Background: an optimization exercise with open tools, aiming at small area and a short achievable clock period. Do not read the settings as production practice.
The RTL was checked by simulation tests, not by an equivalence proof against the original design.
No activity file was given, so power comes from the tool's default toggle rates.

Setup of willow:
==> flow/design.v <==
module FpAlign (
    input  [31:0] iA,
    input  [31:0] iB,
    output        oLs,
    output [7:0]  oLe,
    output [22:0] oLf,
    output [24:0] oSal,      
    output        oSticky,   
    output        oSub
);
    wire a_larger = iA[30:0] > iB[30:0];
    wire [7:0]  a_e = iA[30:23];
    wire [7:0]  b_e = iB[30:23];
    wire [7:0]  d_ab = a_e - b_e;
    wire [7:0]  d_ba = b_e - a_e;
    wire [7:0]  d = a_larger ? d_ab : d_ba;
    wire [31:0] l = a_larger ? iA : iB;
    wire [22:0] s_f = a_larger ? iB[22:0] : iA[22:0];
    wire [7:0]  s_e = a_larger ? b_e : a_e;
    assign oLs  = l[31];
    assign oLe  = l[30:23];
    assign oLf  = l[22:0];
    assign oSub = iA[31] ^ iB[31];
    wire   sez = (a_e == 8'b0) || (b_e == 8'b0);
    wire [24:0] x = {1'b1, s_f, 1'b0};
    assign oSal = (sez || d[7:5] != 3'b0) ? 25'b0 : (x >> d[4:0]);
    wire [22:0] mask;
    genvar i;
    generate
        for (i = 0; i < 23; i = i + 1) begin : g_mask
            assign mask[i] = (d >= i + 2);
        end
    endgenerate
    assign oSticky = !sez && (d <= 8'd47) && ((d >= 8'd25) || |(s_f & mask));
endmodule
module FpNorm (
    input         iV,        
    input         iLs,
    input  [7:0]  iLe,
    input  [22:0] iLf,
    input  [24:0] iSal,
    input         iSticky,
    input         iSub,
    output [31:0] oSum
);
    wire [25:0] lsh = {2'b01, iLf, 1'b0};
    wire [25:0] pre = lsh + ({1'b0, iSal} ^ {26{iSub}}) + (iSub & ~iSticky);
    reg [4:0] s;
    integer k;
    always @* begin
        s = 5'd31;
        for (k = 0; k < 26; k = k + 1)
            if (pre[k]) s = 25 - k;
    end
    wire [25:0] n5 = pre << s;
    wire [22:0] frac = n5[24:2];
    wire [7:0]  e    = iLe + 8'd1 - {3'b0, s};
    wire [25:0] top;
    genvar i;
    generate
        for (i = 0; i < 26; i = i + 1) begin : g_top
            assign top[25 - i] = ({1'b0, iLe[6:0]} + 8'd2 > i);
        end
    endgenerate
    wire underflow = iLe[7] && ((pre & top) == 26'b0);
    wire zero      = (pre == 26'b0);
    assign oSum = !iV                  ? 32'b0 :
                  (underflow || zero)  ? 32'b0 :
                  {iLs, e, frac};
endmodule
`timescale 1ns/10ps
module fp_adder_synth (data, value, row, clk, rst);
    output [31:0] data;
    input  [31:0] value;
    input  [31:0] row;
    input         clk;
    input         rst;
    wire        l_s;
    wire [7:0]  l_e;
    wire [22:0] l_f;
    wire [24:0] s_al;
    wire        s_sticky;
    wire        op_sub;
    FpAlign AL (.iA(value), .iB(row), .oLs(l_s), .oLe(l_e), .oLf(l_f),
                .oSal(s_al), .oSticky(s_sticky), .oSub(op_sub));
    reg         r_v;
    reg         r_ls;
    reg  [7:0]  r_le;
    reg  [22:0] r_lf;
    reg  [24:0] r_sal;
    reg         r_sticky;
    reg         r_sub;
    wire both_ez = (value[30:23] == 8'b0) && (row[30:23] == 8'b0);
    always @(posedge clk) begin
        r_v      <= rst && !both_ez;
        r_ls     <= l_s;
        r_le     <= l_e;
        r_lf     <= l_f;
        r_sal    <= s_al;
        r_sticky <= s_sticky;
        r_sub    <= op_sub;
    end
    wire [31:0] sum;
    FpNorm NM (.iV(r_v), .iLs(r_ls), .iLe(r_le), .iLf(r_lf), .iSal(r_sal),
               .iSticky(r_sticky), .iSub(r_sub), .oSum(sum));
    reg [31:0] data;
    always @(posedge clk) begin
        if (!rst)
            data <= 32'b0;
        else
            data <= sum;
    end
endmodule
==> flow/config.mk <==
export PLATFORM = sky130hd
export DESIGN_NAME = fp_adder_synth
export DESIGN_NICKNAME = fp_adder_synth
export VERILOG_FILES = /design/flow/design.v
export SDC_FILE = /design/flow/constraint.sdc
export NUM_CORES = 4
export LEC_CHECK = 0
export ABC_AREA = 1
export CAP_MARGIN = 20
export CORE_MARGIN = 2
export CORE_UTILIZATION = 55
export SLEW_MARGIN = 20
==> flow/constraint.sdc <==
create_clock -name core_clock -period 12.5 [get_ports {clk}]
set_input_delay 2.5000 -clock core_clock [delete_from_list [all_inputs] [get_ports {clk}]]
set_output_delay 2.5000 -clock core_clock [all_outputs]
set_load 0.01 [all_outputs]
standard.sh (not shown) runs the stock make flow with config.mk's settings and CLKGATE_MAP_FILE= SYNTH_SCRIPT=/design/flow/synth_recipe.tcl, a recipe that flattens the netlist after the stock synthesis.
==> flow/flow/run.sh <==
#!/bin/bash
# Standard synthesis and layout; the port buffers use plain buffers instead
# of the default delay cells, and timing repair aims for more setup slack.
set -euo pipefail
bash standard.sh BUFFER_PORTS_ARGS="-buffer_cell sky130_fd_sc_hd__buf_1" SETUP_SLACK_MARGIN=6.5 finish > standard.log 2>&1
[inputs] zinc vs willow
- a change of CORE_UTILIZATION from 55 to 40
==> flow/flow/run.sh <==
#!/bin/bash
# Standard synthesis and layout; the port buffers use plain buffers instead
# of the default delay cells, and timing repair aims for more setup slack.
set -euo pipefail
bash standard.sh BUFFER_PORTS_ARGS="-buffer_cell sky130_fd_sc_hd__buf_1" SETUP_SLACK_MARGIN=6 finish > standard.log 2>&1
### Flow results
When zinc is set beside willow, its global-route usage over all layers turns out to be 8.0 points smaller.
zinc: non-clock buffer count is about 8% lower than what willow reported.
From willow to zinc the numbers moved as follows: final wirelength higher, placed cell count higher.
Summary: with willow as the reference, total number of vias in zinc moved down by a few percent.
Between willow and zinc, worst-case clock skew increased.
Met3 layer usage reported by global route (zinc over willow): decrease, 1.9 points
Area added between synthesis and finish, willow and zinc: lower on zinc
When zinc is set beside willow, its worst slew margin relative to its limit turns out to be 18 points larger.
zinc has less setup slack than willow.
Edits applied to the flow inputs when going from zinc to onyx:
==> flow/flow/run.sh <==
#!/bin/bash
# Standard synthesis and layout; the port buffers use plain buffers instead
# of the default delay cells, and timing repair aims for more setup slack.
set -euo pipefail
bash standard.sh BUFFER_PORTS_ARGS="-buffer_cell sky130_fd_sc_hd__buf_1" SETUP_SLACK_MARGIN=6.5 finish > standard.log 2>&1
==> comparison <==
| met1 routed wirelength after detailed routing | onyx vs zinc | 190 um higher |
Area taken by multi-input logic gates grows slightly when moving from zinc to onyx.
Looking at onyx and zinc, the met1 usage in global routing is a wash.
Summary of onyx over zinc: worst hold slack shows no meaningful change, wire length of the first global-routing pass went up about 0.4%, final cell count without fillers rose 0.62%, sequential share of layout area -0.31 points.
Taking zinc as the reference, in onyx power consumption shows an increase of about 1.8%, critical-path maximum fanout shrank by 30.
> inputs changed (onyx -> yarrow)
==> flow/flow/run.sh <==
#!/bin/bash
# Standard synthesis and layout; the port buffers use plain buffers instead
# of the default delay cells, and timing repair aims for more setup slack.
set -euo pipefail
bash standard.sh BUFFER_PORTS_ARGS="-buffer_cell sky130_fd_sc_hd__buf_1" SETUP_SLACK_MARGIN=7.5 finish > standard.log 2>&1
[summary]
The estimated power of yarrow ends up higher than the estimate for onyx.
Of the two values seen for origin of the worst setup path, value[23] was produced by yarrow and row[1] by onyx.
yarrow vs. onyx: setup slack went up by 0.41 ns.
Looking at slowest library cell on the worst path, the ha_4 result is from yarrow; the a21boi_1 one comes from onyx.
Comparing final wirelength for yarrow and onyx, the bigger number came from yarrow.
yarrow vs. onyx: routed length on met2 has increased; total clock network power has increased; worst slack on hold paths has decreased.
Status: layout multi-input combinational cell count parity (onyx, yarrow)

fp_adder_synth, a different RTL version from the one above (not shown whole).
For scale: about 1400 cells after synthesis, about 98 I/O pins, ~9000 µm² of cells after synthesis.
==> flow/design.v (excerpt) <==
module fp_adder_synth (data, value, row, clk, rst);
    output [31:0] data;
    input  [31:0] value;
    input  [31:0] row;
    input         clk;
    input         rst;
    wire        l_s;
    wire [7:0]  l_e;
    wire [22:0] l_f;
    wire [24:0] s_al;
    wire        s_sticky;
    wire        op_sub;
    FpAlign AL (.iA(value), .iB(row), .oLs(l_s), .oLe(l_e), .oLf(l_f),
                .oSal(s_al), .oSticky(s_sticky), .oSub(op_sub));
    reg         r_v;
    reg         r_ls;
    reg  [7:0]  r_le;
    reg  [22:0] r_lf;
    reg  [24:0] r_sal;
    reg         r_sticky;
    reg         r_sub;
    wire both_ez = (value[30:23] == 8'b0) && (row[30:23] == 8'b0);
    always @(posedge clk) begin
        r_v      <= rst && !both_ez;
        r_ls     <= l_s;
        r_le     <= l_e;
        r_lf     <= l_f;
        r_sal    <= s_al;
        r_sticky <= s_sticky;
        r_sub    <= op_sub;
    end
    wire [31:0] sum;
    FpNorm NM (.iV(r_v), .iLs(r_ls), .iLe(r_le), .iLf(r_lf), .iSal(r_sal),
               .iSticky(r_sticky), .iSub(r_sub), .oSum(sum));
    reg [31:0] data;
    always @(posedge clk) begin
        if (!rst)
            data <= 32'b0;
        else
            data <= sum;
    end
endmodule
clock: 12.5 ns
lec_check: 0
abc_area: 1
cap_margin: 5
core_margin: 2
core_utilization: 40
slew_margin: 5
==> flow/flow/run.sh <==
#!/bin/bash
# Standard synthesis and layout; the port buffers use plain buffers instead
# of the default delay cells, and timing repair aims for more setup slack.
set -euo pipefail
bash standard.sh BUFFER_PORTS_ARGS="-buffer_cell sky130_fd_sc_hd__buf_1" SETUP_SLACK_MARGIN=6.75 finish > standard.log 2>&1
The baseline produced a clean layout.
Then changed:
==> flow/flow/run.sh (replaced) <==
#!/bin/bash
# Standard synthesis and layout; the port buffers use plain buffers instead
# of the default delay cells, and timing repair aims for more setup slack.
set -euo pipefail
bash standard.sh BUFFER_PORTS_ARGS="-buffer_cell sky130_fd_sc_hd__buf_1" SETUP_SLACK_MARGIN=7 finish > standard.log 2>&1
CAP_MARGIN = 20   (was 5)
SLEW_MARGIN = 20   (was 5)
Setup slack gets better by 0.12 ns.
Worst hold slack hardly moves.
Area after synthesis does not change.
Final area goes up by a few percent.
Power grows by a few percent.
Clock-buffer cell count is unchanged.
Die area is unchanged.
Via count is higher slightly.
Core utilization came out higher by 1.4 points.

Starting RTL as in the previous note.
export LEC_CHECK = 0
export ABC_AREA = 1
export CAP_MARGIN = 20
export CORE_MARGIN = 2
export CORE_UTILIZATION = 40
export PLACE_DENSITY = 0.8
export SLEW_MARGIN = 20
export TNS_END_PERCENT = 50
create_clock -name core_clock -period 12.5 [get_ports {clk}]
==> flow/flow/run.sh <==
#!/bin/bash
# Standard synthesis and layout; the port buffers use plain buffers instead
# of the default delay cells, and timing repair aims for more setup slack.
set -euo pipefail
bash standard.sh BUFFER_PORTS_ARGS="-buffer_cell sky130_fd_sc_hd__buf_1" SETUP_SLACK_MARGIN=6.75 finish > standard.log 2>&1
==> next run, changes <==
==> flow/flow/run.sh (replaced) <==
#!/bin/bash
# Standard synthesis and layout; the port buffers use plain buffers instead
# of the default delay cells, and timing repair aims for more setup slack.
set -euo pipefail
bash standard.sh BUFFER_PORTS_ARGS="-buffer_cell sky130_fd_sc_hd__buf_1" SETUP_SLACK_MARGIN=6.5 finish > standard.log 2>&1
- PLACE_DENSITY: 0.8 -> default
- TNS_END_PERCENT: 50 -> default
=> The changed run completed without violations; routed wire length falls by about 0.8%; via count came out lower by about 2.8%; non-clock buffer count went down by 18; final area shrinks by 2.3%; total power fell by 2.9%; first-iteration DRC count goes down by about 25%; cell count decreases by 1.0%; maximum frequency went down by 2.5%; setup slack is worse by 0.15 ns.

Setup of red:
Starting RTL as in the previous note.
## fp_adder_synth
module fp_adder_synth (data, value, row, clk, rst);
    output [31:0] data;
    input  [31:0] value;
    input  [31:0] row;
    input         clk;
    input         rst;
    wire        l_s;
    wire [7:0]  l_e;
    wire [22:0] l_f;
    wire [24:0] s_al;
    wire        s_sticky;
    wire        op_sub;
    FpAlign AL (.iA(value), .iB(row), .oLs(l_s), .oLe(l_e), .oLf(l_f),
                .oSal(s_al), .oSticky(s_sticky), .oSub(op_sub));
    reg         r_v;
    reg         r_ls;
    reg  [7:0]  r_le;
    reg  [22:0] r_lf;
    reg  [24:0] r_sal;
    reg         r_sticky;
    reg         r_sub;
    wire both_ez = (value[30:23] == 8'b0) && (row[30:23] == 8'b0);
    always @(posedge clk) begin
        r_v      <= rst && !both_ez;
        r_ls     <= l_s;
        r_le     <= l_e;
        r_lf     <= l_f;
        r_sal    <= s_al;
        r_sticky <= s_sticky;
        r_sub    <= op_sub;
    end
    wire [31:0] sum;
    FpNorm NM (.iV(r_v), .iLs(r_ls), .iLe(r_le), .iLf(r_lf), .iSal(r_sal),
               .iSticky(r_sticky), .iSub(r_sub), .oSum(sum));
    reg [31:0] data;
    always @(posedge clk) begin
        if (!rst)
            data <= 32'b0;
        else
            data <= sum;
    end
endmodule
clock: 12.5 ns
lec_check: 0
abc_area: 1
cap_margin: 20
core_margin: 2
core_utilization: 40
place_density: 0.9
slew_margin: 20
==> flow/flow/run.sh <==
#!/bin/bash
# Standard synthesis and layout; the port buffers use plain buffers instead
# of the default delay cells, and timing repair aims for more setup slack.
set -euo pipefail
bash standard.sh BUFFER_PORTS_ARGS="-buffer_cell sky130_fd_sc_hd__buf_1" SETUP_SLACK_MARGIN=6.75 finish > standard.log 2>&1
red has completed all stages; timing, DRC and antenna checks passed.
[inputs] blue vs red
Settings: PLACE_DENSITY removed (was 0.9).
==> comparison <==
Synthesis-to-finish area growth, blue and red: lower on red
[compare] base=red new=blue: global-route wire length before repair went up by about 1.2%; critical path depth went down by 18.
Looking at non-clock buffer total of the final layout, blue sits 5 above red.
Compared blue vs red, and number of gates given a new drive strength after cts is up in blue.
Relative to red, blue improves maximum frequency.
Against red, blue reports a fraction of power consumed by combinational cells that is lower.
Comparing final critical-path required period for blue and red, the smaller number came from blue.
Number of placed cells counting well taps across blue and red: no real change.
Category of the critical setup timing path: input port to flip-flop -> blue, flip-flop to flip-flop -> red
[inputs] green vs blue
Settings: ABC_AREA removed (was 1).
### Flow results
green: sequential share of layout area is 2.5 points lower than what blue reported. green can be clocked slower than blue. blue has lower non-clock buffer count than green. green vs blue: final standard cell area without fillers up by more than 10%. Going from blue to green, pin count of the biggest net entering global routing shrinks by about 50%.
What orange does differently from green at the input level:
Settings: ABC_AREA now 1, previously not set; PLACE_DENSITY now 0.8, previously not set.
==> flow/flow/run.sh <==
#!/bin/bash
# Standard synthesis and layout; the port buffers use plain buffers instead
# of the default delay cells, and timing repair aims for more setup slack.
set -euo pipefail
bash standard.sh BUFFER_PORTS_ARGS="-buffer_cell sky130_fd_sc_hd__buf_1" SETUP_SLACK_MARGIN=6.85 finish > standard.log 2>&1
==> comparison <==
- Run comparison: green worst setup path endpoint r_sticky; orange worst setup path endpoint r_sal[9]
- Utilization after layout ends up higher on green.
- The total power reported for orange is smaller than that of green by 0.00036 W.
- Against green as the reference, orange delivers a higher number of logic inverters in the finished layout.
- Setup slack: orange vs green up 0.30 ns
- Comparing green against orange, there is no change at all in async set-reset flop share out of synthesis.
Setup changes, orange to purple
==> flow/flow/run.sh <==
#!/bin/bash
# Standard synthesis and layout; the port buffers use plain buffers instead
# of the default delay cells, and timing repair aims for more setup slack.
set -euo pipefail
bash standard.sh BUFFER_PORTS_ARGS="-buffer_cell sky130_fd_sc_hd__buf_1" SETUP_SLACK_MARGIN=7 finish > standard.log 2>&1
## What came out
Compared with orange, purple shows a higher growth of design area from synthesis to finish. met1 global-route usage across purple and orange: no real change. From orange to purple the numbers moved as follows: final instance count without filler cells rose by 14; share of final-layout standard cells stronger than drive strength 1 now larger.

== before ==
fp_adder_synth again, from the RTL that the note above started with.
clock: 12.5 ns
lec_check: 0
abc_area: 1
cap_margin: 20
core_margin: 2
core_utilization: 40
place_density: 0.8
slew_margin: 20
==> flow/flow/run.sh <==
#!/bin/bash
# Standard synthesis and layout; the port buffers use plain buffers instead
# of the default delay cells, and timing repair aims for more setup slack.
set -euo pipefail
bash standard.sh BUFFER_PORTS_ARGS="-buffer_cell sky130_fd_sc_hd__buf_1" SETUP_SLACK_MARGIN=6.75 finish > standard.log 2>&1
--- input diff before..after ---
Settings: PLACE_DENSITY no longer set, was 0.8.
-- flow/flow/run.sh --
<<< before, line 5
bash standard.sh BUFFER_PORTS_ARGS="-buffer_cell sky130_fd_sc_hd__buf_1" SETUP_SLACK_MARGIN=6.75 finish > standard.log 2>&1
>>> after, line 5
bash standard.sh BUFFER_PORTS_ARGS="-buffer_cell sky130_fd_sc_hd__buf_1" SETUP_SLACK_MARGIN=6.85 finish > standard.log 2>&1
[summary]
- after does worse than before on routed wire length.
- Any difference in core area between before and after is small enough to ignore.
- Diff before -> after: final cell count without fillers shows an increase of about 0.7%, number of vias per cell has decreased, shortest clock period the worst path allows after layout now smaller, sequential share of cell area fell by 0.35 points.
- Diff after and before: wire length on met2 lower in before
- Changes observed in after relative to before: ratio of final minimum period to clock period lost 0.70 points, number of instances in the synthesized netlist neither gained nor lost much.
- after vs. before: fmax now sits higher, power now sits higher.

==> port drivers added, routing unchanged <==
In the flow no input, the clock included, has a driving cell. The finished layouts below were timed again as built, in two steps.
Step 1 sets driving cells, clkbuf_16 on the clock port and buf_2 on the other inputs (assumed; they add their load-dependent delay and slew).
Step 2 also shifts input and output timing later by t, the mid clock arrival at the registers, as if the neighbouring blocks saw the same clock.
Slacks: no drivers / after step 1 / after step 2; pairs: no drivers / after step 1.
| run | t (ns) | setup slack, ns | latest minus earliest clock arrival (ns) | slew at the worst register clock pin (ns) |
|---|---|---|---|---|
| willow | 0.408 | 6.790 / 6.812 / 6.404 | 0.010 / 0.011 | 0.08 / 0.08 |
| zinc | 0.394 | 6.294 / 6.309 / 5.915 | 0.012 / 0.012 | 0.08 / 0.08 |
| onyx | 0.400 | 6.735 / 6.760 / 6.360 | 0.012 / 0.013 | 0.08 / 0.08 |
| yarrow | 0.386 | 7.143 / 7.141 / 6.755 | 0.014 / 0.014 | 0.07 / 0.07 |
| the first run of note 2 | 0.395 | 6.976 / 6.998 / 6.603 | 0.013 / 0.012 | 0.07 / 0.07 |
| the second run of note 2 | 0.397 | 7.097 / 7.120 / 6.723 | 0.014 / 0.014 | 0.07 / 0.07 |
| the first run of note 3 | 0.389 | 6.922 / 6.943 / 6.554 | 0.011 / 0.010 | 0.07 / 0.07 |
| the second run of note 3 | 0.395 | 6.777 / 6.799 / 6.404 | 0.016 / 0.016 | 0.07 / 0.07 |
| red | 0.396 | 6.883 / 6.883 / 6.575 | 0.008 / 0.009 | 0.07 / 0.07 |
| blue | 0.395 | 6.976 / 6.998 / 6.603 | 0.013 / 0.012 | 0.07 / 0.07 |
| green | 0.388 | 6.735 / 6.743 / 6.355 | 0.008 / 0.008 | 0.07 / 0.07 |
| orange | 0.392 | 7.039 / 7.050 / 6.671 | 0.012 / 0.011 | 0.07 / 0.07 |
| purple | 0.394 | 7.189 / 7.189 / 6.832 | 0.012 / 0.012 | 0.07 / 0.07 |
| before | 0.391 | 6.945 / 6.966 / 6.575 | 0.011 / 0.011 | 0.07 / 0.07 |
| after | 0.400 | 7.033 / 7.049 / 6.649 | 0.012 / 0.013 | 0.07 / 0.07 |
After both steps every run listed still meets setup and hold. The setup slack of yarrow, which loses most, moves by -0.002 ns with the drivers and by -0.388 ns with both steps.
